Background: an optimization exercise with open tools, aiming at a short achievable clock period and few clock cycles. Do not read the settings as production practice. Function was checked by simulation only, so behaviour that the tests miss may differ from the original.

### design/flow/run.sh
#!/bin/bash
# synth_recipe.tcl (not shown) runs the flow's synth.tcl, then flattens the netlist and writes it again
# the make line also repeats each setting of config.mk as NAME=value (left out here)
make -C /OpenROAD-flow-scripts/flow DESIGN_CONFIG=/design/flow/config.mk WORK_HOME=/design/flow/orfs CLKGATE_MAP_FILE= SYNTH_SCRIPT=/design/flow/synth_recipe.tcl finish
### design/flow/config.mk
export PLATFORM = sky130hd
export DESIGN_NAME = TinyMIPS
export DESIGN_NICKNAME = TinyMIPS
export VERILOG_FILES = /design/flow/design.v
export SDC_FILE = /design/flow/constraint.sdc
export NUM_CORES = 8
export LEC_CHECK = 0
export CAP_MARGIN = 20
export CORE_MARGIN = 2
export CORE_UTILIZATION = 40
export SLEW_MARGIN = 20
### design/flow/constraint.sdc
create_clock -name core_clock -period 8.0 [get_ports {clk}]
set_input_delay 1.6000 -clock core_clock [delete_from_list [all_inputs] [get_ports {clk}]]
set_output_delay 1.6000 -clock core_clock [all_outputs]
set_load 0.01 [all_outputs]
### design/flow/design.v
module TinyMIPS(
    input wire clk,
    input wire rst,
    input wire [15:0] data_fromRAM,
    output reg wrEn,
    output reg [7:0] addr_toRAM,
    output reg [15:0] data_toRAM
);
    reg [2:0] st, stN;
    reg [7:0] PC, PCN;
    reg [15:0] IW, IWN;
    reg [15:0] T1, T1N, T2, T2N;
    reg [15:0] RF [7:0];
    reg rfWe;
    reg [2:0] rfWa;
    reg [15:0] rfWd;
    always @(posedge clk or posedge rst) begin
        if (rst) begin
            st <= 3'd0;
            PC <= 8'd0;
            IW <= 16'd0;
            T1 <= 16'd0;
            T2 <= 16'd0;
        end else begin
            st <= stN;
            PC <= PCN;
            IW <= IWN;
            T1 <= T1N;
            T2 <= T2N;
        end
    end
    always @(posedge clk) begin
        if (rfWe)
            RF[rfWa] <= rfWd;
    end
    always @* begin
        wrEn = 1'b0;
        PCN = PC;
        IWN = IW;
        stN = st;
        addr_toRAM = 8'd0;
        data_toRAM = 16'd0;
        T1N = T1;
        T2N = T2;
        rfWe = 1'b0;
        rfWa = 3'd0;
        rfWd = 16'd0;
        case (st)
            3'd0: begin  
                addr_toRAM = PC;
                stN = 3'd1;
            end
            3'd1: begin  
                IWN = data_fromRAM;
                case (data_fromRAM[15:12])
                    4'b0000: begin  
                        T1N = RF[data_fromRAM[8:6]];
                        stN = 3'd2;
                    end
                    4'b0001: begin  
                        T1N = RF[data_fromRAM[8:6]];
                        stN = 3'd2;
                    end
                    4'b0010: begin  
                        T1N = RF[data_fromRAM[8:6]];
                        stN = 3'd2;
                    end
                    4'b0011: begin  
                        T1N = RF[data_fromRAM[8:6]];
                        stN = 3'd2;
                    end
                    4'b0100: begin  
                        T1N = RF[data_fromRAM[8:6]];
                        stN = 3'd2;
                    end
                    4'b0101: begin  
                        T1N = RF[data_fromRAM[8:6]];
                        stN = 3'd2;
                    end
                    4'b0110: begin  
                        rfWe = 1'b1; rfWa = data_fromRAM[11:9]; rfWd = RF[data_fromRAM[8:6]];
                        PCN = PC + 8'd1;
                        stN = 3'd0;
                    end
                    4'b0111: begin  
                        rfWe = 1'b1; rfWa = data_fromRAM[11:9]; rfWd = {7'd0, data_fromRAM[8:0]};
                        PCN = PC + 8'd1;
                        stN = 3'd0;
                    end
                    4'b1000: begin  
                        T1N = RF[data_fromRAM[11:9]];
                        stN = 3'd2;
                    end
                    4'b1001: begin  
                        T1N = RF[data_fromRAM[11:9]];
                        stN = 3'd2;
                    end
                    4'b1010: begin  
                        T1N = RF[data_fromRAM[11:9]];
                        stN = 3'd2;
                    end
                    default: stN = 3'd0;
                endcase
            end
            3'd2: begin  
                case (IW[15:12])
                    4'b0000: begin  
                        T1N = T1;
                        T2N = RF[IW[5:3]];
                        stN = 3'd3;
                    end
                    4'b0001: begin  
                        rfWe = 1'b1; rfWa = IW[11:9]; rfWd = T1 + {{10{IW[5]}}, IW[5:0]};
                        PCN = PC + 8'd1;
                        stN = 3'd0;
                    end
                    4'b0010: begin  
                        T1N = T1;
                        T2N = RF[IW[5:3]];
                        stN = 3'd3;
                    end
                    4'b0011: begin  
                        T1N = T1;
                        T2N = RF[IW[5:3]];
                        stN = 3'd3;
                    end
                    4'b0100: begin  
                        addr_toRAM = T1 + IW[5:0];
                        stN = 3'd3;
                    end
                    4'b0101: begin  
                        addr_toRAM = T1 + IW[5:0];
                        data_toRAM = RF[IW[11:9]];
                        wrEn = 1'b1;
                        PCN = PC + 8'd1;
                        stN = 3'd0;
                    end
                    4'b1000: begin  
                        T2N = RF[IW[8:6]];
                        stN = 3'd3;
                    end
                    4'b1001: begin  
                        T2N = RF[IW[8:6]];
                        stN = 3'd3;
                    end
                    4'b1010: begin  
                        T2N = RF[IW[8:6]];
                        stN = 3'd3;
                    end
                    default: stN = 3'd0;
                endcase
            end
            3'd3: begin  
                case (IW[15:12])
                    4'b0000: begin  
                        rfWe = 1'b1; rfWa = IW[11:9]; rfWd = T1 + T2;
                        PCN = PC + 8'd1;
                        stN = 3'd0;
                    end
                    4'b0010: begin  
                        rfWe = 1'b1; rfWa = IW[11:9]; rfWd = T1 * T2;
                        PCN = PC + 8'd1;
                        stN = 3'd0;
                    end
                    4'b0011: begin  
                        rfWe = 1'b1; rfWa = IW[11:9]; rfWd = (T2 < 32) ? (T1 >> T2) : (T1 << (T2 - 32));
                        PCN = PC + 8'd1;
                        stN = 3'd0;
                    end
                    4'b0100: begin  
                        rfWe = 1'b1; rfWa = IW[11:9]; rfWd = data_fromRAM;
                        PCN = PC + 8'd1;
                        stN = 3'd0;
                    end
                    4'b1000: begin  
                        PCN = (T1 == T2) ? (PC + {{2{IW[5]}}, IW[5:0]}) : (PC + 8'd1);
                        stN = 3'd0;
                    end
                    4'b1001: begin  
                        PCN = (T1 < T2) ? (PC + {{2{IW[5]}}, IW[5:0]}) : (PC + 8'd1);
                        stN = 3'd0;
                    end
                    4'b1010: begin  
                        PCN = (T1 > T2) ? (PC + {{2{IW[5]}}, IW[5:0]}) : (PC + 8'd1);
                        stN = 3'd0;
                    end
                    default: stN = 3'd0;
                endcase
            end
            default: stN = 3'd0;
        endcase
    end
endmodule
==> results.txt <==
-- cells in the mapped netlist, drive strengths merged, types with 58 or more instances --
master	number	share of area [%]
dfrtp	58	7.4
mux2i	63	3.2
fa	82	8.3
nand2	174	3.3
inv	146	2.8
clkbuf	99	2.0
and2	60	1.9
ha	105	6.7
edfxtp	128	20
mux4	181	21
nor2	83	1.6
o21ai	97	2.5
-- kinds of logic (layout without fill, tap and decap cells) --
group / count (synthesis) / in the layout / synth area share [%]
compound gates: 342 / 342 / 11.7
xor+xnor: 77 / 77 / 3.50
fa+ha+maj: 187 / 187 / 15.0
buf+inv: 285 / 268 / 5.74
flops: 186 / 186 / 26.9
mux: 296 / 296 / 26.9
simple gates: 424 / 424 / 10.2
-- routing by layer --
layer	global-route usage, %	vias to the layer above	wire, µm
met2	40.2	742	29600
met1	33.7	7685	25100
li1	-	6636	-
met3	5.66	118	6230
met5	0	-	0
met4	8.31	0	1810
-- through the flow --
| step | setup slack [ps] | area, µm² | instances |
|---|---|---|---|
| 3_5_place_dp | 1090 | 20700 | 2412 |
| 3_3_place_gp | 1260 | 20700 | 2412 |
| 5_1_grt | 613 | 21300 | 2444 |
| 2_1_floorplan | 1160 | 19700 | 1797 |
| 6_report | 1010 | 21300 | 2444 |
| 4_1_cts | 1060 | 21300 | 2444 |
-- worst max path at each step --
stage | to | slack [ps] | startpoint | cells after the start
5_1_grt | RF[5][14]$_DFFE_PP_ | 610 | T1[10]$_DFFE_PP0P_ | 19
4_1_cts | RF[7][14]$_DFFE_PP_ | 1060 | T1[10]$_DFFE_PP0P_ | 19
3_3_place_gp | RF[2][14]$_DFFE_PP_ | 1260 | T2[3]$_DFFE_PP0P_ | 19
6_report | RF[4][14]$_DFFE_PP_ | 1010 | T1[10]$_DFFE_PP0P_ | 19
2_1_floorplan | RF[0][14]$_DFFE_PP_ | 1160 | T2[2]$_DFFE_PP0P_ | 22
3_5_place_dp | RF[3][14]$_DFFE_PP_ | 1090 | T1[10]$_DFFE_PP0P_ | 19
-- final cells by class --
class | instances | share of cell area [%]
inverter | 149 | 2.62
tap | 664 | 3.90
clock inverter | 15 | 0.840
timing repair buffer | 87 | 3.46
sequential | 186 | 24.9
multi-input combinational | 1326 | 62.3
clock buffer | 17 | 2.00
-- state kept, by name, summed over array words and instances (netlist names) --
signal and cells:
IW 16, PC 8, RF 128, T1 16
T2 16, st 2
==> reports/metrics.csv <==
stage;metric;value;unit
critical_path;cell repeated most along the worst path;sky130_fd_sc_hd__fa_1;
synth;syn_nets;2002;
run_status;run status;no timing/DRC/antenna violations;
finish;most common cell after layout, fill and taps aside;sky130_fd_sc_hd__mux4_2;
clock_tree;number of instances resized during post-cts repair;0;
global_routing;pin count of the biggest net entering global routing;59;
global_routing;wire length of the first global-routing pass;94400;µm
synth;portion of the post-synthesis area used by sequential elements;26.9;%
critical_path;required arrival time at the worst endpoint;8150;ps
floorplan;Core Region;0.0487;mm²
critical_path;Max stage delay cell, worst path;sky130_fd_sc_hd__dfrtp_1;
clock_tree;clock slew at the register clock pins of the worst setup and hold paths;70;ps
clock_tree;cell at the root of the clock tree;sky130_fd_sc_hd__clkbuf_16;
synth;cells after synthesis;1797;
finish;combined area of the multi-input logic cells;0.0133;mm²
synth;share of synthesized registers carrying an async set or reset;31.2;%
critical_path;longest individual stage delay on the worst path;800;ps
clock_tree;CTS tree;yes;
sta;Clock Skews;18.2;ps
sta;setup repair after global routing missed its margin;no;
clock_tree;# hold bufs at CTS;0;
sta;share of the clock period used by the worst path after layout;87.4;%
drt;Vias/cell;6.21;
floorplan;overall die width;226;µm
finish;Antenna Cells;0;
critical_path;type of destination of the critical path;flip-flop;
synth;predominant post-synthesis flop cell;sky130_fd_sc_hd__edfxtp_1;
sta;setup total negative slack;0;ps
floorplan;die area;0.0510;mm²
critical_path;length in cells of the worst reg-to-reg path;19;
global_routing;total overflow reported by the global router;0;
worst_hold_path;Hold Path End;PC[5]$_DFFE_PP0P_;
placed_design;DPL Wire Length;44200;µm
job;max-cap violation count;0;
synth;Cell Area, Synth;0.0197;mm²
critical_path;capture instance of the worst register-to-register path;RF[4][14]$_DFFE_PP_;
critical_path;delay-heaviest family, CP;adder cells;
critical_path;ordered cell list for the critical path;nand2_1 > fa_1 > fa_1 > fa_1 > fa_1 > inv_1 > fa_1 > inv_1 > fa_1 > inv_1 > ha_1 > nand2_1 > a211oi_1 > a2111oi_0 > nand2_1 > o311a_1 > xor2_1 > a221oi_1 > o221ai_1;
placed_design;total of buffers placed on input and output ports;42;
worst_hold_path;cell depth of the worst min-delay path;1;
drt;total detailed-routing wirelength;62700;µm
finish;Util after Layout;43.7;%
floorplan;boundary pin count;43;
drt;detailed-router iteration count before antenna repair;8;
finish;sequential standard cell area;0.00530;mm²
sta;Final Hold Slack;567;ps
critical_path;worst reg2reg setup slack;1010;ps
critical_path;WP data arrival;7140;ps
synth;Synthesis Warnings;1;
drt;Antenna Nets Post-Route;0;
drt;Remaining DRCs;0;
critical_path;critical path type;reg2reg;
sta;fin. max-slew vios;0;
finish;ratio of cells with drive above 1 in the final layout;19.0;%
critical_path;worst-path maximum fanout;19;
sta;transition time at the pin with the least slew margin;1150;ps
global_routing;GRT Util Overall;25.1;%
sta;final critical path time including I/O delays and setup;6990;ps
drt;Avg WL per Cell;25.7;µm
critical_path;worst path buffer plus inverter count;3;
clock_tree;Num CTS Buffers;17;
sta;number of endpoints failing setup at the final stage;0;
finish;Synth-to-Final Area Change;8.32;%
drt;first-iteration detailed-routing DRC count;1729;
synth;number of synthesized flops with an enable pin;128;
clock_tree;Post-CTS Setup Repair Bufs;0;
synth;count of unique library cells instantiated by Yosys;79;
clock_tree;H-tree depth;4;
global_routing;antenna violations before repair;0;
synth;average cell area after synthesis;10.9;µm²
critical_path;RR Startpoint;T1[10]$_DFFE_PP0P_;
drt;number of vias in the routed layout;15200;
finish;total of fill cells in the finished design;4590;
sta;Fmax;143;MHz
sta;worst rel slew slack;23.1;%
finish;net total in the final layout;1972;
global_routing;via count of the first global-routing pass;15100;
worst_hold_path;worst hold path class;reg2reg;
clock_tree;worst-case clock buffer depth;2;
clock_tree;clock sinks;186;
synth;flops & latches, synth;186;
floorplan;die height;226;µm
finish;commonest cells after routing, fill and taps aside;181 x sky130_fd_sc_hd__mux4_2, 174 x sky130_fd_sc_hd__nand2_1, 145 x sky130_fd_sc_hd__inv_1;
sta;Hold Fails Final Rpt;0;
placed_design;final weighted congestion in routability-driven placement;0.919;
critical_path;kind of launch point of the worst setup path;flip-flop;
clock_tree;worst-skew pair later-pin latency;460;ps
floorplan;starting density of the core;40.4;%
worst_hold_path;source of the worst hold timing path;PC[5]$_DFFE_PP0P_;
floorplan;placement row count;81;
Testbench counts, summed over its fixed seeds: cycles 295,731.

[separate check: timing with driven ports]
The flow's constraints put no driver on any port. The routed layout listed below was extracted and timed again, unchanged, in two steps.
Step 1: set_driving_cell puts a clkbuf_16 on clk and a buf_2 on each other input, an assumption about the parent block.
Step 2, shift: input delay + t, output delay - t, t = (earliest + latest rising clock arrival at the registers) / 2. This alone moves slack from input paths to output paths.
a / b / c = ideal / step 1 / step 2; a / b = the first two.
t (ns): 0.499
setup WS [ns]: 1.012 / 1.012 / 1.012
worst setup path after step 2: register to register
clock arrival spread, ns: 0.018 / 0.018
After both steps setup and hold are still met in this run. The setup slack of this run moves by 0.000 ns with the drivers and by 0.000 ns with both steps.
